This is an optimization exercise on Yosys and OpenROAD, whose aim is small area, not a production implementation. No functional check of the RTL was part of any run shown here.

--- design.v ---
module total_fir(total_out, x_in, clk);
	input clk;
	input signed [7:0] x_in;
	output signed [15:0] total_out;
	reg [7:0] e0;
	reg [7:0] e1;
	reg [7:0] e2;
	reg [7:0] e3;
	reg [7:0] e4;
	reg [7:0] e5;
	reg [7:0] e6;
	reg [7:0] e7;
	reg [7:0] e8;
	reg [7:0] e9;
	reg [7:0] e10;
	reg [7:0] e11;
	reg [7:0] e12;
	reg [7:0] e13;
	reg [7:0] e14;
	reg [7:0] e15;
	reg [7:0] e16;
	reg [7:0] e17;
	reg r496;
	reg r497;
	reg r498;
	reg r501;
	reg r560;
	reg r607;
	reg r608;
	reg r641;
	reg r642;
	reg r643;
	reg r670;
	reg r687;
	reg r688;
	reg r697;
	reg r698;
	reg r703;
	reg r704;
	reg r711;
	reg r712;
	reg r713;
	reg r714;
	reg r715;
	wire o5_0;
	wire o6_0;
	wire o7_0;
	wire o8_0;
	wire o16_0;
	wire w1;
	wire w2;
	wire w3;
	wire w4;
	wire w5;
	wire w6;
	wire w7;
	wire w8;
	wire w9;
	wire w10;
	wire w11;
	wire w12;
	wire w13;
	wire w14;
	wire w15;
	wire w16;
	wire w17;
	wire w18;
	wire w19;
	wire w20;
	wire w21;
	wire w22;
	wire w23;
	wire w24;
	wire w25;
	wire w26;
	wire w27;
	wire w28;
	wire w29;
	wire w30;
	wire w31;
	wire w32;
	wire w33;
	wire w34;
	wire w35;
	wire w36;
	wire w37;
	wire w38;
	wire w39;
	wire w40;
	wire w41;
	wire w42;
	wire w43;
	wire w44;
	wire w45;
	wire w46;
	wire w47;
	wire w48;
	wire w49;
	wire w50;
	wire w51;
	wire w52;
	wire w53;
	wire w54;
	wire w55;
	wire w56;
	wire w57;
	wire w58;
	wire w59;
	wire w60;
	wire w61;
	wire w62;
	wire w63;
	wire w64;
	wire w65;
	wire w66;
	wire w67;
	wire w68;
	wire w69;
	wire w70;
	wire w71;
	wire w72;
	wire w73;
	wire w74;
	wire w75;
	wire w76;
	wire w77;
	wire w78;
	wire w79;
	wire w80;
	wire w81;
	wire w82;
	wire w83;
	wire w84;
	wire w85;
	wire w86;
	wire w87;
	wire w88;
	wire w89;
	wire w90;
	wire w91;
	wire w92;
	wire w93;
	wire w94;
	wire w95;
	wire w96;
	wire w97;
	wire w98;
	wire w99;
	wire w100;
	wire w101;
	wire w102;
	wire w103;
	wire w104;
	wire w105;
	wire w106;
	wire w107;
	wire w108;
	wire w109;
	wire w110;
	wire w111;
	wire w112;
	wire w113;
	wire w114;
	wire w115;
	wire w116;
	wire w117;
	wire w118;
	wire w119;
	wire w120;
	wire w121;
	wire w122;
	wire w123;
	wire w124;
	wire w125;
	wire w126;
	wire w127;
	wire w128;
	wire w129;
	wire w130;
	wire w131;
	wire w132;
	wire w133;
	wire w134;
	wire w135;
	wire w136;
	wire w137;
	wire w138;
	wire w139;
	wire w140;
	wire w141;
	wire w142;
	wire w143;
	wire w144;
	wire w145;
	wire w146;
	wire w147;
	wire w148;
	wire w149;
	wire w150;
	wire w151;
	wire w152;
	wire w153;
	wire w154;
	wire w155;
	wire w156;
	wire w157;
	wire w158;
	wire w159;
	wire w160;
	wire w161;
	wire w162;
	wire w163;
	wire w164;
	wire w165;
	wire w166;
	wire w167;
	wire w168;
	wire w169;
	wire w170;
	wire w171;
	wire w172;
	wire w173;
	wire w174;
	wire w175;
	wire w176;
	wire w177;
	wire w178;
	wire w179;
	wire w180;
	wire w181;
	wire w182;
	wire w183;
	wire w184;
	wire w185;
	wire w186;
	wire w187;
	wire w188;
	wire w189;
	wire w190;
	wire w191;
	wire w192;
	wire w193;
	wire w194;
	wire w195;
	wire w196;
	wire w197;
	wire w198;
	wire w199;
	wire w200;
	wire w201;
	wire w202;
	wire w203;
	wire w204;
	wire w205;
	wire w206;
	wire w207;
	wire w208;
	wire w209;
	wire w210;
	wire w211;
	wire w212;
	wire w213;
	wire w214;
	wire w215;
	wire w216;
	wire w217;
	wire w218;
	wire w219;
	wire w220;
	wire w221;
	wire w222;
	wire w223;
	wire w224;
	wire w225;
	wire w226;
	wire w227;
	wire w228;
	wire w229;
	wire w230;
	wire w231;
	wire w232;
	wire w233;
	wire w234;
	wire w235;
	wire w236;
	wire w237;
	wire w238;
	wire w239;
	wire w240;
	wire w241;
	wire w242;
	wire w243;
	wire w244;
	wire w245;
	wire w246;
	wire w247;
	wire w248;
	wire w249;
	wire w250;
	wire w251;
	wire w252;
	wire w253;
	wire w254;
	wire w255;
	wire w256;
	wire w257;
	wire w258;
	wire w259;
	wire w260;
	wire w261;
	wire w262;
	wire w263;
	wire w264;
	wire w265;
	wire w266;
	wire w267;
	wire w268;
	wire w269;
	wire w270;
	wire w271;
	wire w272;
	wire w273;
	wire w274;
	wire w275;
	wire w276;
	wire w277;
	wire w278;
	wire w279;
	wire w280;
	wire w281;
	wire w282;
	wire w283;
	wire w284;
	wire w285;
	wire w286;
	wire w287;
	wire w288;
	wire w289;
	wire w290;
	wire w291;
	wire w292;
	wire w293;
	wire w294;
	wire w295;
	wire w296;
	wire w297;
	wire w298;
	wire w299;
	wire w300;
	wire w301;
	wire w302;
	wire w303;
	wire w304;
	wire w305;
	wire w306;
	wire w307;
	wire w308;
	wire w309;
	wire w310;
	wire w311;
	wire w312;
	wire w313;
	wire w314;
	wire w315;
	wire w316;
	wire w317;
	wire w318;
	wire w319;
	wire w320;
	wire w321;
	wire w322;
	wire w323;
	wire w324;
	wire w325;
	wire w326;
	wire w327;
	wire w328;
	wire w329;
	wire w330;
	wire w331;
	wire w332;
	wire w333;
	wire w334;
	wire w335;
	wire w336;
	wire w337;
	wire w338;
	wire w339;
	wire w340;
	wire w341;
	wire w342;
	wire w343;
	wire w344;
	wire w345;
	wire w346;
	wire w347;
	wire w348;
	wire w349;
	wire w350;
	wire w351;
	wire w352;
	wire w353;
	wire w354;
	wire w355;
	wire w356;
	wire w357;
	wire w358;
	wire w359;
	wire w360;
	wire w361;
	wire w362;
	wire w363;
	wire w364;
	wire w365;
	wire w366;
	wire w367;
	wire w368;
	wire w369;
	wire w370;
	wire w371;
	wire w372;
	wire w373;
	wire w374;
	wire w375;
	wire w376;
	wire w377;
	wire w378;
	wire w379;
	wire w380;
	wire w381;
	wire w382;
	wire w383;
	wire w384;
	wire w385;
	wire w386;
	wire w387;
	wire w388;
	wire w389;
	wire w390;
	wire w391;
	wire w392;
	wire w393;
	wire w394;
	wire w395;
	wire w396;
	wire w397;
	wire w398;
	wire w399;
	wire w400;
	wire w401;
	wire w402;
	wire w403;
	wire w404;
	wire w405;
	wire w406;
	wire w407;
	wire w408;
	wire w409;
	wire w410;
	wire w411;
	wire w412;
	wire w413;
	wire w414;
	wire w415;
	wire w416;
	wire w417;
	wire w418;
	wire w419;
	wire w420;
	wire w421;
	wire w422;
	wire w423;
	wire w424;
	wire w425;
	wire w426;
	wire w427;
	wire w428;
	wire w429;
	wire w430;
	wire w431;
	wire w432;
	wire w433;
	wire w434;
	wire w435;
	wire w436;
	wire w437;
	wire w438;
	wire w439;
	wire w440;
	wire w441;
	wire w442;
	wire w443;
	wire w444;
	wire w445;
	wire w446;
	wire w447;
	wire w448;
	wire w449;
	wire w450;
	wire w451;
	wire w452;
	wire w453;
	wire w454;
	wire w455;
	wire w456;
	wire w457;
	wire w458;
	wire w459;
	wire w460;
	wire w461;
	wire w462;
	wire w463;
	wire w464;
	wire w465;
	wire w466;
	wire w467;
	wire w468;
	wire w469;
	wire w470;
	wire w471;
	wire w472;
	wire w473;
	wire w474;
	wire w475;
	wire w476;
	wire w477;
	wire w478;
	wire w479;
	wire w480;
	wire w481;
	wire w482;
	wire w483;
	wire w484;
	wire w485;
	wire w486;
	wire w487;
	wire w488;
	wire w489;
	wire w490;
	wire w491;
	wire w492;
	wire w493;
	wire w494;
	wire w495;
	wire w496;
	wire w497;
	wire w498;
	wire w499;
	wire w500;
	wire w501;
	wire w502;
	wire w503;
	wire w504;
	wire w505;
	wire w506;
	wire w507;
	wire w508;
	wire w509;
	wire w510;
	wire w511;
	wire w512;
	wire w513;
	wire w514;
	wire w515;
	wire w516;
	wire w517;
	wire w518;
	wire w519;
	wire w520;
	wire w521;
	wire w522;
	wire w523;
	wire w524;
	wire w525;
	wire w526;
	wire w527;
	wire w528;
	wire w529;
	wire w530;
	wire w531;
	wire w532;
	wire w533;
	wire w534;
	wire w535;
	wire w536;
	wire w537;
	wire w538;
	wire w539;
	wire w540;
	wire w541;
	wire w542;
	wire w543;
	wire w544;
	wire w545;
	wire w546;
	wire w547;
	wire w548;
	wire w549;
	wire w550;
	wire w551;
	wire w552;
	wire w553;
	wire w554;
	wire w555;
	wire w556;
	wire w557;
	wire w558;
	wire w559;
	wire w560;
	wire w561;
	wire w562;
	wire w563;
	wire w564;
	wire w565;
	wire w566;
	wire w567;
	wire w568;
	wire w569;
	wire w570;
	wire w571;
	wire w572;
	wire w573;
	wire w574;
	wire w575;
	wire w576;
	wire w577;
	wire w578;
	wire w579;
	wire w580;
	wire w581;
	wire w582;
	wire w583;
	wire w584;
	wire w585;
	wire w586;
	wire w587;
	wire w588;
	wire w589;
	wire w590;
	wire w591;
	wire w592;
	wire w593;
	wire w594;
	wire w595;
	wire w596;
	wire w597;
	wire w598;
	wire w599;
	wire w600;
	wire w601;
	wire w602;
	wire w603;
	wire w604;
	wire w605;
	wire w606;
	wire w607;
	wire w608;
	wire w609;
	wire w610;
	wire w611;
	wire w612;
	wire w613;
	wire w614;
	wire w615;
	wire w616;
	wire w617;
	wire w618;
	wire w619;
	wire w620;
	wire w621;
	wire w622;
	wire w623;
	wire w624;
	wire w625;
	wire w626;
	wire w627;
	wire w628;
	wire w629;
	wire w630;
	wire w631;
	wire w632;
	wire w633;
	wire w634;
	wire w635;
	wire w636;
	wire w637;
	wire w638;
	wire w639;
	wire w640;
	wire w641;
	wire w642;
	wire w643;
	wire w644;
	wire w645;
	wire w646;
	wire w647;
	wire w648;
	wire w649;
	wire w650;
	wire w651;
	wire w652;
	wire w653;
	wire w654;
	wire w655;
	wire w656;
	wire w657;
	wire w658;
	wire w659;
	wire w660;
	wire w661;
	wire w662;
	wire w663;
	wire w664;
	wire w665;
	wire w666;
	wire w667;
	wire w668;
	wire w669;
	wire w670;
	wire w671;
	wire w672;
	wire w673;
	wire w674;
	wire w675;
	wire w676;
	wire w677;
	wire w678;
	wire w679;
	wire w680;
	wire w681;
	wire w682;
	wire w683;
	wire w684;
	wire w685;
	wire w686;
	wire w687;
	wire w688;
	wire w689;
	wire w690;
	wire w691;
	wire w692;
	wire w693;
	wire w694;
	wire w695;
	wire w696;
	wire w697;
	wire w698;
	wire w699;
	wire w700;
	wire w701;
	wire w702;
	wire w703;
	wire w704;
	wire w705;
	wire w706;
	wire w707;
	wire w708;
	wire w709;
	wire w710;
	wire w711;
	wire w712;
	wire w713;
	wire w714;
	wire w715;
	wire n1;
	wire n2;
	wire n3;
	wire n4;
	wire n5;
	wire n6;
	wire n7;
	wire n8;
	wire n9;
	wire n10;
	wire n11;
	wire n12;
	wire n13;
	wire n14;
	wire n15;
	wire n16;
	wire n17;
	wire n18;
	wire n19;
	wire n20;
	wire n21;
	wire n22;
	wire n23;
	wire n24;
	wire n25;
	wire n26;
	wire n27;
	wire n28;
	wire n29;
	wire n30;
	wire n31;
	wire n32;
	wire n33;
	wire n34;
	wire n35;
	wire n36;
	wire n37;
	wire n38;
	wire n39;
	wire n40;
	wire n41;
	wire n42;
	wire n43;
	wire n44;
	wire n45;
	wire n46;
	wire n47;
	wire n48;
	wire n49;
	wire n50;
	wire n51;
	wire n52;
	wire n53;
	wire n54;
	wire n55;
	wire n56;
	wire n57;
	wire n58;
	wire n59;
	wire n60;
	wire n61;
	always @(posedge clk) begin
		e0 <= x_in;
		e1 <= e0;
		e2 <= e1;
		e3 <= e2 ^ 8'h7f;
		e4 <= e3;
		e5 <= e4;
		e6 <= e5;
		e7 <= e6 ^ 8'h03;
		e8 <= e7 ^ 8'h7c;
		e9 <= e8 ^ 8'h7c;
		e10 <= e9;
		e11 <= e10 ^ 8'h7c;
		e12 <= e11 ^ 8'h80;
		e13 <= e12;
		e14 <= e13 ^ 8'h80;
		e15 <= e14 ^ 8'h80;
		e16 <= e15;
		e17 <= e16;
		r496 <= w429;
		r497 <= w494;
		r498 <= w431;
		r501 <= w433;
		r560 <= w558;
		r607 <= w605;
		r608 <= w559;
		r641 <= w604;
		r642 <= w639;
		r643 <= w606;
		r670 <= w668;
		r687 <= w685;
		r688 <= w669;
		r697 <= w695;
		r698 <= w686;
		r703 <= w694;
		r704 <= w696;
		r711 <= w164;
		r712 <= w220;
		r713 <= w286;
		r714 <= w360;
		r715 <= w432;
	end
	assign o5_0 = ~(~e5[0] | ~e5[1]);
	assign o6_0 = ~(~e6[0] | ~e6[1]);
	assign o7_0 = ~(e7[0] | e7[1]);
	assign o8_0 = ~(e8[0] | e8[1]);
	assign o16_0 = ~(e16[0] | e16[1]);
	assign n1 = ~e2[0];
	assign n2 = ~e2[1];
	assign n3 = ~e2[2];
	assign n4 = ~e2[3];
	assign n5 = ~e2[4];
	assign n6 = ~e2[5];
	assign n7 = ~e2[6];
	assign n8 = ~e7[2];
	assign n9 = ~e7[3];
	assign n10 = ~e7[4];
	assign n11 = ~e7[5];
	assign n12 = ~e7[6];
	assign n13 = ~e7[7];
	assign n14 = ~e8[7];
	assign n15 = ~e8[2];
	assign n16 = ~e8[3];
	assign n17 = ~e8[4];
	assign n18 = ~e8[5];
	assign n19 = ~e8[6];
	assign n20 = ~e9[0];
	assign n21 = ~e9[1];
	assign n22 = ~e10[0];
	assign n23 = ~e10[1];
	assign n24 = ~e10[2];
	assign n25 = ~e10[3];
	assign n26 = ~e10[4];
	assign n27 = ~e10[5];
	assign n28 = ~e10[6];
	assign n29 = ~e10[7];
	assign n30 = ~e11[7];
	assign n31 = ~e11[0];
	assign n32 = ~e11[1];
	assign n33 = ~e11[2];
	assign n34 = ~e11[3];
	assign n35 = ~e11[4];
	assign n36 = ~e11[5];
	assign n37 = ~e11[6];
	assign n38 = ~e13[0];
	assign n39 = ~e13[1];
	assign n40 = ~e13[2];
	assign n41 = ~e13[3];
	assign n42 = ~e13[4];
	assign n43 = ~e13[5];
	assign n44 = ~e13[6];
	assign n45 = ~e13[7];
	assign n46 = ~e14[7];
	assign n47 = ~e14[0];
	assign n48 = ~e14[1];
	assign n49 = ~e14[2];
	assign n50 = ~e14[3];
	assign n51 = ~e14[4];
	assign n52 = ~e14[5];
	assign n53 = ~e14[6];
	assign n54 = ~e16[0];
	assign n55 = ~e16[1];
	assign n56 = ~e16[2];
	assign n57 = ~e16[3];
	assign n58 = ~e16[4];
	assign n59 = ~e16[5];
	assign n60 = ~e16[6];
	assign n61 = ~e16[7];
	fa uw62 (.a(e3[0]), .b(e4[1]), .c(e4[0]), .s(w62), .co(w63));
	fa uw64 (.a(e5[0]), .b(e5[2]), .c(e6[2]), .s(w64), .co(w65));
	fa uw66 (.a(e7[2]), .b(e10[1]), .c(e11[1]), .s(w66), .co(w67));
	fa uw68 (.a(e12[0]), .b(e12[1]), .c(e13[0]), .s(w68), .co(w69));
	fa uw70 (.a(e14[0]), .b(e14[1]), .c(e17[2]), .s(w70), .co(w71));
	fa uw72 (.a(n15), .b(n56), .c(o5_0), .s(w72), .co(w73));
	fa uw74 (.a(o6_0), .b(o7_0), .c(o8_0), .s(w74), .co(w75));
	fa uw76 (.a(o16_0), .b(w62), .c(w64), .s(w76), .co(w77));
	fa uw78 (.a(w66), .b(w68), .c(w70), .s(w78), .co(w79));
	fa uw80 (.a(w72), .b(w74), .c(w76), .s(w80), .co(w81));
	assign w83 = w78 & w80;
	xn uw84 (.a(e3[1]), .b(e4[0]), .s(w84));
	o2 uw85 (.a(e3[1]), .b(e4[0]), .co(w85));
	fa uw86 (.a(e4[2]), .b(e5[1]), .c(e5[3]), .s(w86), .co(w87));
	fa uw88 (.a(e6[0]), .b(e6[3]), .c(e7[3]), .s(w88), .co(w89));
	fa uw90 (.a(e11[0]), .b(e11[2]), .c(e12[1]), .s(w90), .co(w91));
	fa uw92 (.a(e12[2]), .b(e13[1]), .c(e13[0]), .s(w92), .co(w93));
	fa uw94 (.a(e14[1]), .b(e14[2]), .c(e15[0]), .s(w94), .co(w95));
	fa uw96 (.a(e17[3]), .b(n16), .c(n22), .s(w96), .co(w97));
	fa uw98 (.a(n24), .b(n54), .c(n57), .s(w98), .co(w99));
	fa uw100 (.a(w84), .b(w63), .c(w65), .s(w100), .co(w101));
	fa uw102 (.a(w67), .b(w69), .c(w71), .s(w102), .co(w103));
	fa uw104 (.a(w86), .b(w88), .c(w90), .s(w104), .co(w105));
	fa uw106 (.a(w92), .b(w94), .c(w96), .s(w106), .co(w107));
	fa uw108 (.a(w98), .b(w73), .c(w75), .s(w108), .co(w109));
	fa uw110 (.a(w77), .b(w79), .c(w100), .s(w110), .co(w111));
	fa uw112 (.a(w102), .b(w104), .c(w106), .s(w112), .co(w113));
	fa uw114 (.a(w108), .b(w81), .c(w110), .s(w114), .co(w115));
	assign w117 = (w112 & w83) | (w112 & w114) | (w83 & w114);
	xn uw118 (.a(e3[2]), .b(e4[1]), .s(w118));
	o2 uw119 (.a(e3[2]), .b(e4[1]), .co(w119));
	fa uw120 (.a(e4[3]), .b(e5[2]), .c(e5[0]), .s(w120), .co(w121));
	fa uw122 (.a(e5[4]), .b(e6[1]), .c(e6[4]), .s(w122), .co(w123));
	fa uw124 (.a(e7[0]), .b(e7[4]), .c(e11[1]), .s(w124), .co(w125));
	fa uw126 (.a(e11[0]), .b(e11[3]), .c(e12[2]), .s(w126), .co(w127));
	fa uw128 (.a(e12[0]), .b(e12[3]), .c(e13[2]), .s(w128), .co(w129));
	fa uw130 (.a(e13[1]), .b(e14[2]), .c(e14[3]), .s(w130), .co(w131));
	fa uw132 (.a(e15[1]), .b(e15[0]), .c(e17[0]), .s(w132), .co(w133));
	fa uw134 (.a(e17[4]), .b(n1), .c(n17), .s(w134), .co(w135));
	fa uw136 (.a(n20), .b(n23), .c(n25), .s(w136), .co(w137));
	fa uw138 (.a(n55), .b(n58), .c(w85), .s(w138), .co(w139));
	fa uw140 (.a(w118), .b(w87), .c(w89), .s(w140), .co(w141));
	fa uw142 (.a(w91), .b(w93), .c(w95), .s(w142), .co(w143));
	fa uw144 (.a(w120), .b(w122), .c(w124), .s(w144), .co(w145));
	fa uw146 (.a(w126), .b(w128), .c(w130), .s(w146), .co(w147));
	fa uw148 (.a(w132), .b(w97), .c(w99), .s(w148), .co(w149));
	fa uw150 (.a(w134), .b(w136), .c(w138), .s(w150), .co(w151));
	fa uw152 (.a(w101), .b(w103), .c(w105), .s(w152), .co(w153));
	fa uw154 (.a(w140), .b(w142), .c(w144), .s(w154), .co(w155));
	fa uw156 (.a(w146), .b(w107), .c(w148), .s(w156), .co(w157));
	fa uw158 (.a(w109), .b(w150), .c(w111), .s(w158), .co(w159));
	fa uw160 (.a(w152), .b(w154), .c(w113), .s(w160), .co(w161));
	fa uw162 (.a(w156), .b(w115), .c(w158), .s(w162), .co(w163));
	fa uw164 (.a(w160), .b(w117), .c(w162), .s(w164), .co(w165));
	fa uw166 (.a(e3[3]), .b(e4[2]), .c(e4[4]), .s(w166), .co(w167));
	fa uw168 (.a(e5[3]), .b(e5[1]), .c(e5[5]), .s(w168), .co(w169));
	fa uw170 (.a(e6[2]), .b(e6[5]), .c(e7[1]), .s(w170), .co(w171));
	fa uw172 (.a(e7[5]), .b(e10[2]), .c(e11[2]), .s(w172), .co(w173));
	fa uw174 (.a(e11[1]), .b(e11[4]), .c(e12[3]), .s(w174), .co(w175));
	fa uw176 (.a(e12[1]), .b(e12[4]), .c(e13[3]), .s(w176), .co(w177));
	fa uw178 (.a(e13[2]), .b(e14[3]), .c(e14[4]), .s(w178), .co(w179));
	fa uw180 (.a(e15[2]), .b(e15[1]), .c(e17[1]), .s(w180), .co(w181));
	fa uw182 (.a(e17[5]), .b(n2), .c(n1), .s(w182), .co(w183));
	fa uw184 (.a(n18), .b(n21), .c(n26), .s(w184), .co(w185));
	fa uw186 (.a(n56), .b(n54), .c(n59), .s(w186), .co(w187));
	fa uw188 (.a(w119), .b(w121), .c(w123), .s(w188), .co(w189));
	fa uw190 (.a(w125), .b(w127), .c(w129), .s(w190), .co(w191));
	fa uw192 (.a(w131), .b(w133), .c(w166), .s(w192), .co(w193));
	fa uw194 (.a(w168), .b(w170), .c(w172), .s(w194), .co(w195));
	fa uw196 (.a(w174), .b(w176), .c(w178), .s(w196), .co(w197));
	fa uw198 (.a(w180), .b(w135), .c(w137), .s(w198), .co(w199));
	fa uw200 (.a(w182), .b(w184), .c(w186), .s(w200), .co(w201));
	fa uw202 (.a(w139), .b(w141), .c(w143), .s(w202), .co(w203));
	fa uw204 (.a(w145), .b(w147), .c(w188), .s(w204), .co(w205));
	fa uw206 (.a(w190), .b(w149), .c(w192), .s(w206), .co(w207));
	fa uw208 (.a(w194), .b(w196), .c(w198), .s(w208), .co(w209));
	fa uw210 (.a(w200), .b(w151), .c(w153), .s(w210), .co(w211));
	fa uw212 (.a(w202), .b(w155), .c(w204), .s(w212), .co(w213));
	fa uw214 (.a(w157), .b(w206), .c(w208), .s(w214), .co(w215));
	fa uw216 (.a(w159), .b(w210), .c(w212), .s(w216), .co(w217));
	fa uw218 (.a(w161), .b(w214), .c(w163), .s(w218), .co(w219));
	fa uw220 (.a(w216), .b(w165), .c(w218), .s(w220), .co(w221));
	xn uw222 (.a(e3[4]), .b(e3[0]), .s(w222));
	o2 uw223 (.a(e3[4]), .b(e3[0]), .co(w223));
	fa uw224 (.a(e4[3]), .b(e4[0]), .c(e4[5]), .s(w224), .co(w225));
	fa uw226 (.a(e5[4]), .b(e5[2]), .c(e5[6]), .s(w226), .co(w227));
	fa uw228 (.a(e6[3]), .b(e6[6]), .c(e7[6]), .s(w228), .co(w229));
	fa uw230 (.a(e9[2]), .b(e10[3]), .c(e10[0]), .s(w230), .co(w231));
	fa uw232 (.a(e11[3]), .b(e11[2]), .c(e11[5]), .s(w232), .co(w233));
	fa uw234 (.a(e12[4]), .b(e12[2]), .c(e12[0]), .s(w234), .co(w235));
	fa uw236 (.a(e12[5]), .b(e13[4]), .c(e13[3]), .s(w236), .co(w237));
	fa uw238 (.a(e14[4]), .b(e14[5]), .c(e15[3]), .s(w238), .co(w239));
	fa uw240 (.a(e15[2]), .b(e17[2]), .c(e17[6]), .s(w240), .co(w241));
	fa uw242 (.a(n3), .b(n2), .c(n8), .s(w242), .co(w243));
	fa uw244 (.a(n19), .b(n27), .c(n47), .s(w244), .co(w245));
	fa uw246 (.a(n57), .b(n55), .c(n60), .s(w246), .co(w247));
	fa uw248 (.a(w222), .b(w167), .c(w169), .s(w248), .co(w249));
	fa uw250 (.a(w171), .b(w173), .c(w175), .s(w250), .co(w251));
	fa uw252 (.a(w177), .b(w179), .c(w181), .s(w252), .co(w253));
	fa uw254 (.a(w224), .b(w226), .c(w228), .s(w254), .co(w255));
	fa uw256 (.a(w230), .b(w232), .c(w234), .s(w256), .co(w257));
	fa uw258 (.a(w236), .b(w238), .c(w240), .s(w258), .co(w259));
	fa uw260 (.a(w183), .b(w185), .c(w187), .s(w260), .co(w261));
	fa uw262 (.a(w242), .b(w244), .c(w246), .s(w262), .co(w263));
	fa uw264 (.a(w189), .b(w191), .c(w193), .s(w264), .co(w265));
	fa uw266 (.a(w195), .b(w197), .c(w248), .s(w266), .co(w267));
	fa uw268 (.a(w250), .b(w252), .c(w199), .s(w268), .co(w269));
	fa uw270 (.a(w254), .b(w256), .c(w258), .s(w270), .co(w271));
	fa uw272 (.a(w201), .b(w260), .c(w262), .s(w272), .co(w273));
	fa uw274 (.a(w203), .b(w205), .c(w207), .s(w274), .co(w275));
	fa uw276 (.a(w264), .b(w266), .c(w209), .s(w276), .co(w277));
	fa uw278 (.a(w268), .b(w270), .c(w272), .s(w278), .co(w279));
	fa uw280 (.a(w211), .b(w213), .c(w274), .s(w280), .co(w281));
	fa uw282 (.a(w215), .b(w276), .c(w278), .s(w282), .co(w283));
	fa uw284 (.a(w217), .b(w280), .c(w282), .s(w284), .co(w285));
	fa uw286 (.a(w219), .b(w284), .c(w221), .s(w286), .co(w287));
	fa uw288 (.a(e3[5]), .b(e3[1]), .c(e4[4]), .s(w288), .co(w289));
	fa uw290 (.a(e4[1]), .b(e4[6]), .c(e5[5]), .s(w290), .co(w291));
	fa uw292 (.a(e5[3]), .b(e5[7]), .c(e6[4]), .s(w292), .co(w293));
	fa uw294 (.a(e6[7]), .b(e7[7]), .c(e8[0]), .s(w294), .co(w295));
	fa uw296 (.a(e8[7]), .b(e9[3]), .c(e10[4]), .s(w296), .co(w297));
	fa uw298 (.a(e10[1]), .b(e11[4]), .c(e11[3]), .s(w298), .co(w299));
	fa uw300 (.a(e11[6]), .b(e12[5]), .c(e12[3]), .s(w300), .co(w301));
	fa uw302 (.a(e12[1]), .b(e12[6]), .c(e13[5]), .s(w302), .co(w303));
	fa uw304 (.a(e13[4]), .b(e14[5]), .c(e14[6]), .s(w304), .co(w305));
	fa uw306 (.a(e15[4]), .b(e15[3]), .c(e17[3]), .s(w306), .co(w307));
	fa uw308 (.a(e17[7]), .b(n4), .c(n3), .s(w308), .co(w309));
	fa uw310 (.a(n9), .b(n28), .c(n31), .s(w310), .co(w311));
	fa uw312 (.a(n38), .b(n48), .c(n58), .s(w312), .co(w313));
	fa uw314 (.a(n56), .b(n61), .c(w223), .s(w314), .co(w315));
	fa uw316 (.a(w225), .b(w227), .c(w229), .s(w316), .co(w317));
	fa uw318 (.a(w231), .b(w233), .c(w235), .s(w318), .co(w319));
	fa uw320 (.a(w237), .b(w239), .c(w241), .s(w320), .co(w321));
	fa uw322 (.a(w288), .b(w290), .c(w292), .s(w322), .co(w323));
	fa uw324 (.a(w294), .b(w296), .c(w298), .s(w324), .co(w325));
	fa uw326 (.a(w300), .b(w302), .c(w304), .s(w326), .co(w327));
	fa uw328 (.a(w306), .b(w243), .c(w245), .s(w328), .co(w329));
	fa uw330 (.a(w247), .b(w308), .c(w310), .s(w330), .co(w331));
	fa uw332 (.a(w312), .b(w314), .c(w249), .s(w332), .co(w333));
	fa uw334 (.a(w251), .b(w253), .c(w255), .s(w334), .co(w335));
	fa uw336 (.a(w257), .b(w259), .c(w316), .s(w336), .co(w337));
	fa uw338 (.a(w318), .b(w320), .c(w261), .s(w338), .co(w339));
	fa uw340 (.a(w322), .b(w324), .c(w326), .s(w340), .co(w341));
	fa uw342 (.a(w263), .b(w328), .c(w330), .s(w342), .co(w343));
	fa uw344 (.a(w265), .b(w267), .c(w332), .s(w344), .co(w345));
	fa uw346 (.a(w269), .b(w271), .c(w334), .s(w346), .co(w347));
	fa uw348 (.a(w336), .b(w338), .c(w340), .s(w348), .co(w349));
	fa uw350 (.a(w273), .b(w342), .c(w275), .s(w350), .co(w351));
	fa uw352 (.a(w344), .b(w277), .c(w346), .s(w352), .co(w353));
	fa uw354 (.a(w348), .b(w279), .c(w281), .s(w354), .co(w355));
	fa uw356 (.a(w350), .b(w352), .c(w283), .s(w356), .co(w357));
	fa uw358 (.a(w354), .b(w285), .c(w356), .s(w358), .co(w359));
	ha uw360 (.a(w358), .b(w287), .s(w360), .co(w361));
	fa uw362 (.a(e3[6]), .b(e3[2]), .c(e4[5]), .s(w362), .co(w363));
	fa uw364 (.a(e4[2]), .b(e4[7]), .c(e5[6]), .s(w364), .co(w365));
	fa uw366 (.a(e5[4]), .b(e6[5]), .c(e8[1]), .s(w366), .co(w367));
	fa uw368 (.a(e9[4]), .b(e10[5]), .c(e11[5]), .s(w368), .co(w369));
	fa uw370 (.a(e11[4]), .b(e12[6]), .c(e12[4]), .s(w370), .co(w371));
	fa uw372 (.a(e12[2]), .b(e12[7]), .c(e13[6]), .s(w372), .co(w373));
	fa uw374 (.a(e13[5]), .b(e14[6]), .c(e15[5]), .s(w374), .co(w375));
	fa uw376 (.a(e15[4]), .b(e17[4]), .c(n5), .s(w376), .co(w377));
	fa uw378 (.a(n4), .b(n10), .c(n24), .s(w378), .co(w379));
	fa uw380 (.a(n29), .b(n32), .c(n30), .s(w380), .co(w381));
	fa uw382 (.a(n39), .b(n49), .c(n46), .s(w382), .co(w383));
	fa uw384 (.a(n59), .b(n57), .c(w289), .s(w384), .co(w385));
	fa uw386 (.a(w291), .b(w293), .c(w295), .s(w386), .co(w387));
	fa uw388 (.a(w297), .b(w299), .c(w301), .s(w388), .co(w389));
	fa uw390 (.a(w303), .b(w305), .c(w307), .s(w390), .co(w391));
	fa uw392 (.a(w362), .b(w364), .c(w366), .s(w392), .co(w393));
	fa uw394 (.a(w368), .b(w370), .c(w372), .s(w394), .co(w395));
	fa uw396 (.a(w374), .b(w309), .c(w311), .s(w396), .co(w397));
	fa uw398 (.a(w313), .b(w376), .c(w378), .s(w398), .co(w399));
	fa uw400 (.a(w380), .b(w382), .c(w315), .s(w400), .co(w401));
	fa uw402 (.a(w317), .b(w319), .c(w321), .s(w402), .co(w403));
	fa uw404 (.a(w323), .b(w325), .c(w327), .s(w404), .co(w405));
	fa uw406 (.a(w384), .b(w386), .c(w388), .s(w406), .co(w407));
	fa uw408 (.a(w390), .b(w329), .c(w392), .s(w408), .co(w409));
	fa uw410 (.a(w394), .b(w331), .c(w396), .s(w410), .co(w411));
	fa uw412 (.a(w398), .b(w400), .c(w333), .s(w412), .co(w413));
	fa uw414 (.a(w335), .b(w337), .c(w402), .s(w414), .co(w415));
	fa uw416 (.a(w339), .b(w341), .c(w404), .s(w416), .co(w417));
	fa uw418 (.a(w406), .b(w408), .c(w343), .s(w418), .co(w419));
	fa uw420 (.a(w410), .b(w345), .c(w412), .s(w420), .co(w421));
	fa uw422 (.a(w347), .b(w414), .c(w416), .s(w422), .co(w423));
	fa uw424 (.a(w349), .b(w418), .c(w351), .s(w424), .co(w425));
	fa uw426 (.a(w420), .b(w353), .c(w422), .s(w426), .co(w427));
	fa uw428 (.a(w355), .b(w424), .c(w426), .s(w428), .co(w429));
	fa uw430 (.a(w357), .b(w428), .c(w359), .s(w430), .co(w431));
	ha uw432 (.a(w361), .b(w430), .s(w432), .co(w433));
	fa uw434 (.a(e3[7]), .b(e3[3]), .c(e4[6]), .s(w434), .co(w435));
	fa uw436 (.a(e4[3]), .b(e5[7]), .c(e5[5]), .s(w436), .co(w437));
	fa uw438 (.a(e6[6]), .b(e8[2]), .c(e9[5]), .s(w438), .co(w439));
	fa uw440 (.a(e10[6]), .b(e11[6]), .c(e11[5]), .s(w440), .co(w441));
	fa uw442 (.a(e12[7]), .b(e12[5]), .c(e12[3]), .s(w442), .co(w443));
	fa uw444 (.a(e13[7]), .b(e13[6]), .c(e15[6]), .s(w444), .co(w445));
	fa uw446 (.a(e15[5]), .b(e17[5]), .c(n6), .s(w446), .co(w447));
	fa uw448 (.a(n5), .b(n11), .c(n25), .s(w448), .co(w449));
	fa uw450 (.a(n33), .b(n40), .c(n46), .s(w450), .co(w451));
	fa uw452 (.a(n50), .b(n60), .c(n58), .s(w452), .co(w453));
	fa uw454 (.a(w363), .b(w365), .c(w367), .s(w454), .co(w455));
	fa uw456 (.a(w369), .b(w371), .c(w373), .s(w456), .co(w457));
	fa uw458 (.a(w375), .b(w434), .c(w436), .s(w458), .co(w459));
	fa uw460 (.a(w438), .b(w440), .c(w442), .s(w460), .co(w461));
	fa uw462 (.a(w444), .b(w377), .c(w379), .s(w462), .co(w463));
	fa uw464 (.a(w381), .b(w383), .c(w446), .s(w464), .co(w465));
	fa uw466 (.a(w448), .b(w450), .c(w452), .s(w466), .co(w467));
	fa uw468 (.a(w385), .b(w387), .c(w389), .s(w468), .co(w469));
	fa uw470 (.a(w391), .b(w393), .c(w395), .s(w470), .co(w471));
	fa uw472 (.a(w454), .b(w456), .c(w397), .s(w472), .co(w473));
	fa uw474 (.a(w458), .b(w460), .c(w399), .s(w474), .co(w475));
	fa uw476 (.a(w462), .b(w464), .c(w466), .s(w476), .co(w477));
	fa uw478 (.a(w401), .b(w403), .c(w405), .s(w478), .co(w479));
	fa uw480 (.a(w407), .b(w468), .c(w409), .s(w480), .co(w481));
	fa uw482 (.a(w470), .b(w411), .c(w472), .s(w482), .co(w483));
	fa uw484 (.a(w474), .b(w476), .c(w413), .s(w484), .co(w485));
	fa uw486 (.a(w415), .b(w417), .c(w478), .s(w486), .co(w487));
	fa uw488 (.a(w480), .b(w419), .c(w482), .s(w488), .co(w489));
	fa uw490 (.a(w421), .b(w484), .c(w423), .s(w490), .co(w491));
	fa uw492 (.a(w486), .b(w488), .c(w425), .s(w492), .co(w493));
	fa uw494 (.a(w427), .b(w490), .c(w492), .s(w494), .co(w495));
	fa uw499 (.a(r496), .b(r497), .c(r498), .s(w499), .co(w500));
	ha uw502 (.a(r501), .b(w499), .s(w502), .co(w503));
	xn uw504 (.a(e3[4]), .b(e4[7]), .s(w504));
	o2 uw505 (.a(e3[4]), .b(e4[7]), .co(w505));
	fa uw506 (.a(e4[4]), .b(e5[6]), .c(e6[7]), .s(w506), .co(w507));
	fa uw508 (.a(e8[3]), .b(e9[6]), .c(e10[7]), .s(w508), .co(w509));
	fa uw510 (.a(e11[6]), .b(e12[6]), .c(e12[4]), .s(w510), .co(w511));
	fa uw512 (.a(e13[7]), .b(e15[7]), .c(e15[6]), .s(w512), .co(w513));
	fa uw514 (.a(e17[6]), .b(n7), .c(n6), .s(w514), .co(w515));
	fa uw516 (.a(n12), .b(n26), .c(n30), .s(w516), .co(w517));
	fa uw518 (.a(n34), .b(n41), .c(n51), .s(w518), .co(w519));
	fa uw520 (.a(n61), .b(n59), .c(w504), .s(w520), .co(w521));
	fa uw522 (.a(w435), .b(w437), .c(w439), .s(w522), .co(w523));
	fa uw524 (.a(w441), .b(w443), .c(w445), .s(w524), .co(w525));
	fa uw526 (.a(w506), .b(w508), .c(w510), .s(w526), .co(w527));
	fa uw528 (.a(w512), .b(w447), .c(w449), .s(w528), .co(w529));
	fa uw530 (.a(w451), .b(w453), .c(w514), .s(w530), .co(w531));
	fa uw532 (.a(w516), .b(w518), .c(w520), .s(w532), .co(w533));
	fa uw534 (.a(w455), .b(w457), .c(w459), .s(w534), .co(w535));
	fa uw536 (.a(w461), .b(w522), .c(w524), .s(w536), .co(w537));
	fa uw538 (.a(w463), .b(w526), .c(w465), .s(w538), .co(w539));
	fa uw540 (.a(w467), .b(w528), .c(w530), .s(w540), .co(w541));
	fa uw542 (.a(w532), .b(w469), .c(w471), .s(w542), .co(w543));
	fa uw544 (.a(w473), .b(w534), .c(w536), .s(w544), .co(w545));
	fa uw546 (.a(w475), .b(w477), .c(w538), .s(w546), .co(w547));
	fa uw548 (.a(w540), .b(w479), .c(w481), .s(w548), .co(w549));
	fa uw550 (.a(w542), .b(w483), .c(w544), .s(w550), .co(w551));
	fa uw552 (.a(w546), .b(w485), .c(w487), .s(w552), .co(w553));
	fa uw554 (.a(w548), .b(w489), .c(w550), .s(w554), .co(w555));
	fa uw556 (.a(w491), .b(w552), .c(w554), .s(w556), .co(w557));
	fa uw558 (.a(w493), .b(w556), .c(w495), .s(w558), .co(w559));
	fa uw561 (.a(r560), .b(w500), .c(w503), .s(w561), .co(w562));
	fa uw563 (.a(e2[7]), .b(e3[5]), .c(e4[5]), .s(w563), .co(w564));
	fa uw565 (.a(e5[7]), .b(e8[4]), .c(e9[7]), .s(w565), .co(w566));
	fa uw567 (.a(e12[7]), .b(e12[5]), .c(e15[7]), .s(w567), .co(w568));
	fa uw569 (.a(e17[7]), .b(n7), .c(n13), .s(w569), .co(w570));
	fa uw571 (.a(n27), .b(n30), .c(n35), .s(w571), .co(w572));
	fa uw573 (.a(n42), .b(n52), .c(n60), .s(w573), .co(w574));
	fa uw575 (.a(w505), .b(w507), .c(w509), .s(w575), .co(w576));
	fa uw577 (.a(w511), .b(w513), .c(w563), .s(w577), .co(w578));
	fa uw579 (.a(w565), .b(w567), .c(w515), .s(w579), .co(w580));
	fa uw581 (.a(w517), .b(w519), .c(w569), .s(w581), .co(w582));
	fa uw583 (.a(w571), .b(w573), .c(w521), .s(w583), .co(w584));
	fa uw585 (.a(w523), .b(w525), .c(w527), .s(w585), .co(w586));
	fa uw587 (.a(w575), .b(w529), .c(w577), .s(w587), .co(w588));
	fa uw589 (.a(w531), .b(w579), .c(w581), .s(w589), .co(w590));
	fa uw591 (.a(w533), .b(w583), .c(w535), .s(w591), .co(w592));
	fa uw593 (.a(w537), .b(w585), .c(w539), .s(w593), .co(w594));
	fa uw595 (.a(w587), .b(w541), .c(w589), .s(w595), .co(w596));
	fa uw597 (.a(w543), .b(w545), .c(w591), .s(w597), .co(w598));
	fa uw599 (.a(w547), .b(w593), .c(w595), .s(w599), .co(w600));
	fa uw601 (.a(w549), .b(w551), .c(w597), .s(w601), .co(w602));
	fa uw603 (.a(w599), .b(w553), .c(w555), .s(w603), .co(w604));
	fa uw605 (.a(w601), .b(w557), .c(w603), .s(w605), .co(w606));
	fa uw609 (.a(r607), .b(r608), .c(w562), .s(w609), .co(w610));
	xn uw611 (.a(e2[7]), .b(e3[6]), .s(w611));
	o2 uw612 (.a(e2[7]), .b(e3[6]), .co(w612));
	fa uw613 (.a(e4[6]), .b(e8[5]), .c(e12[6]), .s(w613), .co(w614));
	fa uw615 (.a(n28), .b(n36), .c(n43), .s(w615), .co(w616));
	fa uw617 (.a(n53), .b(n61), .c(w611), .s(w617), .co(w618));
	fa uw619 (.a(w564), .b(w566), .c(w568), .s(w619), .co(w620));
	fa uw621 (.a(w613), .b(w570), .c(w572), .s(w621), .co(w622));
	fa uw623 (.a(w574), .b(w615), .c(w617), .s(w623), .co(w624));
	fa uw625 (.a(w576), .b(w578), .c(w619), .s(w625), .co(w626));
	fa uw627 (.a(w580), .b(w582), .c(w621), .s(w627), .co(w628));
	fa uw629 (.a(w584), .b(w623), .c(w586), .s(w629), .co(w630));
	fa uw631 (.a(w588), .b(w625), .c(w590), .s(w631), .co(w632));
	fa uw633 (.a(w627), .b(w592), .c(w629), .s(w633), .co(w634));
	fa uw635 (.a(w594), .b(w596), .c(w631), .s(w635), .co(w636));
	fa uw637 (.a(w598), .b(w633), .c(w600), .s(w637), .co(w638));
	fa uw639 (.a(w635), .b(w602), .c(w637), .s(w639), .co(w640));
	fa uw644 (.a(r641), .b(r642), .c(r643), .s(w644), .co(w645));
	ha uw646 (.a(w644), .b(w610), .s(w646), .co(w647));
	fa uw648 (.a(e3[7]), .b(e4[7]), .c(e8[6]), .s(w648), .co(w649));
	fa uw650 (.a(e12[7]), .b(e14[7]), .c(n29), .s(w650), .co(w651));
	fa uw652 (.a(n37), .b(n44), .c(w612), .s(w652), .co(w653));
	fa uw654 (.a(w614), .b(w648), .c(w616), .s(w654), .co(w655));
	fa uw656 (.a(w650), .b(w618), .c(w652), .s(w656), .co(w657));
	fa uw658 (.a(w620), .b(w622), .c(w654), .s(w658), .co(w659));
	fa uw660 (.a(w624), .b(w656), .c(w626), .s(w660), .co(w661));
	fa uw662 (.a(w628), .b(w658), .c(w630), .s(w662), .co(w663));
	fa uw664 (.a(w660), .b(w632), .c(w634), .s(w664), .co(w665));
	fa uw666 (.a(w662), .b(w636), .c(w664), .s(w666), .co(w667));
	fa uw668 (.a(w638), .b(w666), .c(w640), .s(w668), .co(w669));
	ha uw673 (.a(r670), .b(w645), .s(w673), .co(w674));
	xr uw671 (.a(w673), .b(w647), .s(w671));
	ao uw672 (.g(w674), .p(w673), .c(w647), .co(w672));
	fa uw675 (.a(e11[7]), .b(n14), .c(n45), .s(w675), .co(w676));
	fa uw677 (.a(w649), .b(w651), .c(w675), .s(w677), .co(w678));
	fa uw679 (.a(w653), .b(w655), .c(w677), .s(w679), .co(w680));
	fa uw681 (.a(w657), .b(w659), .c(w679), .s(w681), .co(w682));
	fa uw683 (.a(w661), .b(w681), .c(w663), .s(w683), .co(w684));
	fa uw685 (.a(w665), .b(w683), .c(w667), .s(w685), .co(w686));
	ha uw691 (.a(r687), .b(r688), .s(w691), .co(w692));
	xr uw689 (.a(w691), .b(w672), .s(w689));
	ao uw690 (.g(w692), .p(w691), .c(w672), .co(w690));
	fa uw693 (.a(w676), .b(w678), .c(w680), .s(w693), .co(w694));
	fa uw695 (.a(w682), .b(w693), .c(w684), .s(w695), .co(w696));
	ha uw701 (.a(r697), .b(r698), .s(w701), .co(w702));
	xr uw699 (.a(w701), .b(w690), .s(w699));
	ao uw700 (.g(w702), .p(w701), .c(w690), .co(w700));
	ha uw707 (.a(r703), .b(r704), .s(w707), .co(w708));
	xr uw705 (.a(w707), .b(w700), .s(w705));
	ao uw706 (.g(w708), .p(w707), .c(w700), .co(w706));
	assign w709 = w706 ^ 1'b1;
	assign total_out[0] = r711;
	assign total_out[1] = r712;
	assign total_out[2] = r713;
	assign total_out[3] = r714;
	assign total_out[4] = r715;
	assign total_out[5] = w502;
	assign total_out[6] = w561;
	assign total_out[7] = w609;
	assign total_out[8] = w646;
	assign total_out[9] = w671;
	assign total_out[10] = w689;
	assign total_out[11] = w699;
	assign total_out[12] = w705;
	assign total_out[13] = w709;
	assign total_out[14] = w709;
	assign total_out[15] = w709;
endmodule
module fa(input a, input b, input c, output s, output co);
	assign s = a ^ b ^ c;
	assign co = (a & b) | (a & c) | (b & c);
endmodule
module xn(input a, input b, output s);
	assign s = ~(a ^ b);
endmodule
module o2(input a, input b, output co);
	assign co = a | b;
endmodule
module xr(input a, input b, output s);
	assign s = a ^ b;
endmodule
module ao(input g, input p, input c, output co);
	assign co = g | (p & c);
endmodule
module ha(input a, input b, output s, output co);
	assign s = a ^ b;
	assign co = a & b;
endmodule
--- flow/run.sh ---
#!/bin/bash
# The standard layout (standard.sh, the ORFS flow), with ORFS's own variables set for two steps:
#  - clock tree synthesis without dummy balancing loads, built from clkbuf_8 cells;
#  - port buffering with the smallest buffer cell (every input and output still gets a buffer).
# The full ORFS output goes to standard.log in this folder (per-step logs under orfs/logs).
export CTS_ARGS="-sink_clustering_enable -repair_clock_nets -dont_use_dummy_load -buf_list sky130_fd_sc_hd__clkbuf_8"
export BUFFER_PORTS_ARGS="-buffer_cell sky130_fd_sc_hd__buf_1"
bash standard.sh > standard.log 2>&1
--- standard.sh ---
#!/bin/bash
# synth_recipe.tcl (not shown) runs the flow's synth.tcl, then flattens the netlist and writes it again
# the make line also repeats each setting of config.mk as NAME=value (left out here)
make -C /OpenROAD-flow-scripts/flow DESIGN_CONFIG=/design/flow/config.mk WORK_HOME=/design/flow/orfs CLKGATE_MAP_FILE= SYNTH_SCRIPT=/design/flow/synth_recipe.tcl "${@:-finish}"
--- config.mk ---
export PLATFORM = sky130hd
export DESIGN_NAME = total_fir
export DESIGN_NICKNAME = total_fir
export VERILOG_FILES = /design/flow/design.v
export SDC_FILE = /design/flow/constraint.sdc
export NUM_CORES = 4
export LEC_CHECK = 0
export CAP_MARGIN = 20
export CORE_MARGIN = 2
export CORE_UTILIZATION = 40
export SLEW_MARGIN = 20
export SYNTH_HIERARCHICAL = 1
export SYNTH_MINIMUM_KEEP_SIZE = 0
--- constraint.sdc ---
create_clock -name core_clock -period 5.0 [get_ports {clk}]
set_input_delay 1.0000 -clock core_clock [delete_from_list [all_inputs] [get_ports {clk}]]
set_output_delay 1.0000 -clock core_clock [all_outputs]
set_load 0.01 [all_outputs]
==> results.toml, run 1 <==
[clock_tree]
path_clk_slew_ns = 0.11
tritoncts = "done"
number_of_cells_upsized_or_downsized_after_cts = 0
cts_htree_levels = 4
clk_root_buffer_cell = "clkbuf_8"
worstSkewPairLatency_ns = 0.47
numClockSinks = 166
number_of_buffers_inserted_by_post_cts_setup_repair = 0
numCtsBuffers = 17
hold_buffers = 0
cts_max_path_buffers = 2

[drt]
totalWireLength_mm = 22.0
drt_iter0_drc = 247
vias_per_cell = 4.59
drt_first_pass_iters = 4
detail-route-antenna-nets = 0
route.detailed.drc = 0
routedWlPerCell_microns = 23.5
routed-via-count = 4299

[layout]
diodes = 0
nets = 927
final_common_cell = "fa_1"
final_cell_mix = "296 x fa_1, 166 x dfxtp_1, 64 x inv_1"
post_route_cells_drive_above_1_share_pct = 4.58
area_growth_syn_to_layout_pct = 7.00
design_area_sq_um = 10600

[hold_path]
worst_hold_path.num_cells = 0
hold_path.class = "flop to flop"
worst_case_hold_path_end_point = "e2[4]"
hp-start = "e1[4]"

[global_route]
grt_first_pass_wirelength_mm = 34.3
first_global_vias = 5511
global_route.usage.total_pct = 19.0
antenna_found_initial = 0
grt_start_max_net_pins = 20
globalRoute.totalOverflow = 0

[timing]
worst_slew_margin_rel_pct = 72.2
max_slew.worst_pin.slew_ns = 0.416
setup_repair_after_global_routing_missed_its_margin = "no"
fin_tns_setup_ns = 0
min_period_ns = 4.83
timing.final.hold_violations = 0
layout_worst_path_cycle_share_pct = 96.6
setup-violations-final = 0
drv_slew = 0
postLayoutSetupSlackWorst_ns = 0.170
worst_hold_slack_ns = 0.317
maxClockFrequency_mhz = 207
timing.clock.skew_ns = 0.0389

[worst_setup_path]
critical-path-max-stage-delay_ns = 0.55
worst_setup_path_start_kind = "flop"
worstPathRequired_ns = 5.34
most_repeated_library_cell_on_the_critical_path = "fa_1"
worstRegToRegCells = 9
reg2reg_to = "r715"
worst_path_maximum_fanout = 4
timing.critical_path.to_type = "flop"
worstPathArrival_ns = 5.17
timing.rr.start = "e5[5]"
critical_path_class = "flop to flop"
crit_chain = "fa_1 > fa_1 > fa_1 > fa_1 > fa_1 > fa_1 > fa_1 > fa_1 > ha_1"
critical-path-top-delay-family = "adder cells"
worst_path_max_delay_cell = "fa_1"
critical_path.n_buffers_inverters = 0
setup.reg_to_reg.worst_slack_ns = 0.17

[floorplan]
core.rowCount = 57
design.die.area_sq_um = 26000
start_util_pct = 40.6
ios = 25
width_of_the_die_microns = 161
floorplan.die.height_microns = 161
coreArea_sq_um = 24300

[placed_design]
detailed_place.area_sq_um = 10300
port_buffers = 24
gpl.final_weighted_congestion = 0.913
post-place-ws_ns = 0.191
detailedPlacementHpwl_mm = 19.9

[yosys]
ys.warnings.count = 7
synth_nets = 889
ys_seq_elements = 166
netlist_area_sq_um = 9890
syn_avg_cell_area_sq_um = 17.2
post_synth_num_cell_types = 12
synthCells = 576
ys_seq_area_share_pct = 33.6

[run_status]
run_status = "finished clean"

[flow_run]
max-cap-violations = 0
==> cells in the mapped netlist <==
cell type / instances / area, sq um
a21o_1: 4 / 30.0
a22oi_1: 1 / 7.51
and2_1: 1 / 6.26
buf_4: 16 / 120
dfxtp_1: 166 / 3320
fa_1: 296 / 5930
ha_1: 8 / 100
inv_1: 64 / 240
nor2_1: 6 / 22.5
or2_1: 5 / 31.3
xnor2_1: 5 / 43.8
xor2_1: 4 / 35.0
==> routing by layer <==
metal	global-route usage, %	share of wire, %	vias to the layer above
met4	7.10	3.4	0
met5	0	0	-
met2	31.6	52	142
met1	24.3	40	2374
met3	4.85	5.2	37
li1	-	-	1746
==> cell type report <==
class / count / area (sq um)
Clock buffer: 17 / 234
Sequential cell: 166 / 3320
Tap cell: 324 / 405
Fill cell: 2127 / 13700
Inverter: 64 / 240
Timing Repair Buffer: 35 / 173
Multi-Input combinational cell: 330 / 6200
==> per-module statistics from Yosys, one instance, submodules excluded <==
module	flops+latches	cells	area [sq um]	copies in the design
xn	0	1	8.76	5
total_fir	166	254	3720	1
ha	0	1	12.5	8
xr	0	1	8.76	4
o2	0	1	6.26	5
ao	0	1	7.51	4
fa	0	1	20.0	296
==> worst max-delay path by stage <==
stage / cells past startpoint / startpoint / endpoint / slack (ns)
after CTS: 9 / e4[3] / r715 / 0.15
after floorplan: 9 / e4[3] / r715 / 0.46
final: 9 / e5[5] / r715 / 0.17
after global placement: 9 / e11[4] / r715 / 0.23
after detailed placement: 9 / e4[3] / r715 / 0.19
after global routing: 9 / e4[3] / r715 / 0.03
==> through the flow <==
stage,cells,utilization [%]
CTS,936,43.5
floorplan,576,-
detailed placement,919,42.5
global placement,919,42.5
finish,936,43.5
global route,936,43.5
==> cell families after synthesis <==
logic type / count (synthesis) / synth area share [%]
adders and majority gates: 304 / 61.0
DFF: 166 / 33.6
buffers and inverters: 80 / 3.65
and+or+nand+nor: 12 / 0.608
xor gates and xnor gates: 9 / 0.797
AOI/OAI and AO/OA: 5 / 0.380
==> inputs of run 2 (changes only) <==
--- a/flow/run.sh
+++ b/flow/run.sh
@@ -5,4 +5,6 @@
 # The full ORFS output goes to standard.log in this folder (per-step logs under orfs/logs).
 export CTS_ARGS="-sink_clustering_enable -repair_clock_nets -dont_use_dummy_load -buf_list sky130_fd_sc_hd__clkbuf_8"
 export BUFFER_PORTS_ARGS="-buffer_cell sky130_fd_sc_hd__buf_1"
+# timing-driven global placement: use its trial buffering for net weights only, do not keep it
+export GPL_KEEP_OVERFLOW=0
 bash standard.sh > standard.log 2>&1
==> results.toml, run 2 <==
[layout]
post_route_cells_drive_above_1_share_pct = 2.83
nets = 916
final_cell_mix = "296 x fa_1, 166 x dfxtp_1, 64 x inv_1"
area_growth_syn_to_layout_pct = 6.16
final_common_cell = "fa_1"
instances_no_fill = 925
diodes = 0

[worst_setup_path]
crit_chain = "fa_1 > fa_1 > fa_1 > fa_1 > fa_1 > fa_1 > fa_1 > fa_1 > ha_1"
worstRegToRegCells = 9
timing.rr.start = "e12[5]"
timing.critical_path.to_type = "flop"
worst_path_maximum_fanout = 5
worstPathRequired_ns = 5.34
reg2reg_to = "r715"
worst_path_max_delay_cell = "dfxtp_1"
setup.reg_to_reg.worst_slack_ns = 0.16
most_repeated_library_cell_on_the_critical_path = "fa_1"
worst_setup_path_start_kind = "flop"
critical_path_class = "flop to flop"
worstPathArrival_ns = 5.18
critical-path-max-stage-delay_ns = 0.61

[yosys]
synth-edff-count = 0
ys_seq_area_share_pct = 33.6
synthCells = 576
synthMostInstantiatedCell = "fa_1"
post_synth_num_cell_types = 12
ys_seq_elements = 166
syn_avg_cell_area_sq_um = 17.2
ys.warnings.count = 7
yosys_most_used_dff = "dfxtp_1"
ys_async_sr_fraction_pct = 0
netlist_area_sq_um = 9890
synth_nets = 889
post_synth_main_area_contributors = "fa_1 60%, dfxtp_1 34%, inv_1 2.4%"
yosys_top_cell_area_share_pct = 59.9
top_cell_types_by_occurrence_after_synthesis = "296 x fa_1, 166 x dfxtp_1, 64 x inv_1"
synth_top_area_cell = "fa_1"

[placed_design]
gpl.final_weighted_congestion = 0.895
detailedPlacementHpwl_mm = 19.4
port_buffers = 24
cell_count_post_placement = 908

[floorplan]
start_util_pct = 40.6
core.rowCount = 57
design.die.area_sq_um = 26000
coreArea_sq_um = 24300
width_of_the_die_microns = 161
floorplan.die.height_microns = 161
ios = 25

[clock_tree]
cts_max_path_buffers = 2
hold_buffers = 0
worstSkewPairLatency_ns = 0.46
number_of_buffers_inserted_by_post_cts_setup_repair = 0
tritoncts = "done"
clk_root_buffer_cell = "clkbuf_8"
numClockSinks = 166
cts_htree_levels = 4
numCtsBuffers = 17
number_of_cells_upsized_or_downsized_after_cts = 0
path_clk_slew_ns = 0.10

[drt]
drt_first_pass_iters = 5
route.detailed.drc = 0
routedWlPerCell_microns = 23.3
detail-route-antenna-nets = 0
vias_per_cell = 4.62
routed-via-count = 4273
totalWireLength_mm = 21.6
drt_iter0_drc = 271

[timing]
layout_worst_path_cycle_share_pct = 96.9
timing.clock.skew_ns = 0.0344
setup_repair_after_global_routing_missed_its_margin = "no"
timing.final.hold_violations = 0
maxClockFrequency_mhz = 206
drv_slew = 0
max_slew.worst_pin.slew_ns = 0.463
fin_tns_setup_ns = 0
worst_slew_margin_rel_pct = 69.1
setup-violations-final = 0
min_period_ns = 4.84

[global_route]
busiest_layer = "met2"
global_route.usage.total_pct = 18.5
global_route.usage.met1_pct = 24.6
grt_first_pass_wirelength_mm = 33.6
grt_util_met3_pct = 3.75
gr-usage-met2_pct = 30.7
globalRoute.totalOverflow = 0
first_global_vias = 5371
grt_start_max_net_pins = 20
antenna_found_initial = 0

[flow_run]
max-cap-violations = 0

[hold_path]
worst_case_hold_path_end_point = "e2[4]"
hold_path.class = "flop to flop"
worst_hold_path.num_cells = 0
hp-start = "e1[4]"

[run_status]
run_status = "finished clean"
-- run 2: cell counts after synthesis --
No cell type changed its count.
-- run 2: cells by family after synthesis --
| logic type | count (synthesis) | synth area share [%] |
|---|---|---|
| compound gates | 5 | 0.380 |
| buf+inv | 80 | 3.65 |
| simple gates | 12 | 0.608 |
| fa+ha+maj | 304 | 61.0 |
| xor+xnor | 9 | 0.797 |
| flops | 166 | 33.6 |
-- run 2: layout make-up --
class,instances,area [sq um]
Multi-Input combinational cell,330,6200
Timing Repair Buffer,24,90.1
Tap cell,324,405
Inverter,64,240
Clock buffer,17,234
Sequential cell,166,3320
Fill cell,2158,13800
-- run 2: through the flow --
stage / utilization (%) / setup WS (ns) / hold slack (ns) / area, sq um
2_1_floorplan: - / 0.463 / 0.310 / 9890
3_3_place_gp: 42.2 / 0.157 / 0.312 / 10300
3_5_place_dp: 42.2 / 0.123 / 0.312 / 10300
4_1_cts: 43.2 / 0.139 / 0.324 / 10500
5_1_grt: 43.2 / 0.0437 / 0.322 / 10500
6_report: 43.2 / 0.157 / 0.316 / 10500
-- run 2: worst max path at each step --
stage,start,to,slack (ns),depth (start not counted)
after floorplan,e4[3],r715,0.46,9
after global placement,e12[5],r715,0.16,9
after detailed placement,e12[5],r715,0.12,9
after CTS,e12[5],r715,0.14,9
after global routing,e11[4],r715,0.04,9
final,e12[5],r715,0.16,9
-- run 2: routing by layer --
| metal | share of wire [%] | vias up | wire [microns] |
|---|---|---|---|
| li1 | - | 1726 | - |
| met1 | 41 | 2411 | 8780 |
| met2 | 51 | 103 | 11100 |
| met3 | 5.0 | 33 | 1070 |
| met4 | 2.9 | 0 | 631 |
| met5 | 0 | - | 0 |
-- run 2: critical path, delay by kind of cell (launching register included) --
| family | cells | cell delay (ns) |
|---|---|---|
| flops | 1 | 0.61 |
| fa+ha+maj | 9 | 4.15 |
-- run 2: per-module statistics from Yosys (local to each module, per instance) --
module | times used | cells inside
o2 | 5 | 1
xn | 5 | 1
ha | 8 | 1
xr | 4 | 1
total_fir | 1 | 254
ao | 4 | 1
fa | 296 | 1

separate check: timing with driven ports:
No port has a modelled driver above. Below, the same layouts with a new extraction and two added sets of constraints.
Step 1: set_driving_cell puts a clkbuf_16 on clk and a buf_2 on each other input, an assumption about the parent block.
Step 2 times the ports against the registers' clock, not the clock port: input delays grow and output delays shrink by t, the midpoint of the rising clock arrivals with the driver on.
Three values: ideal ports, drivers, drivers and shift; two values: the first two.
| run | t (ns) | setup WS [ns] | hold WS [ns] | worst setup path after step 2 | worst register clock-pin slew, ns |
|---|---|---|---|---|---|
| run 1 | 0.495 | 0.170 / 0.170 / 0.170 | 0.317 / 0.317 / 0.317 | register to register | 0.11 / 0.11 |
| run 2 | 0.478 | 0.157 / 0.157 / 0.157 | 0.316 / 0.316 / 0.316 | register to register | 0.10 / 0.10 |
After both steps setup and hold are still met in every run listed.
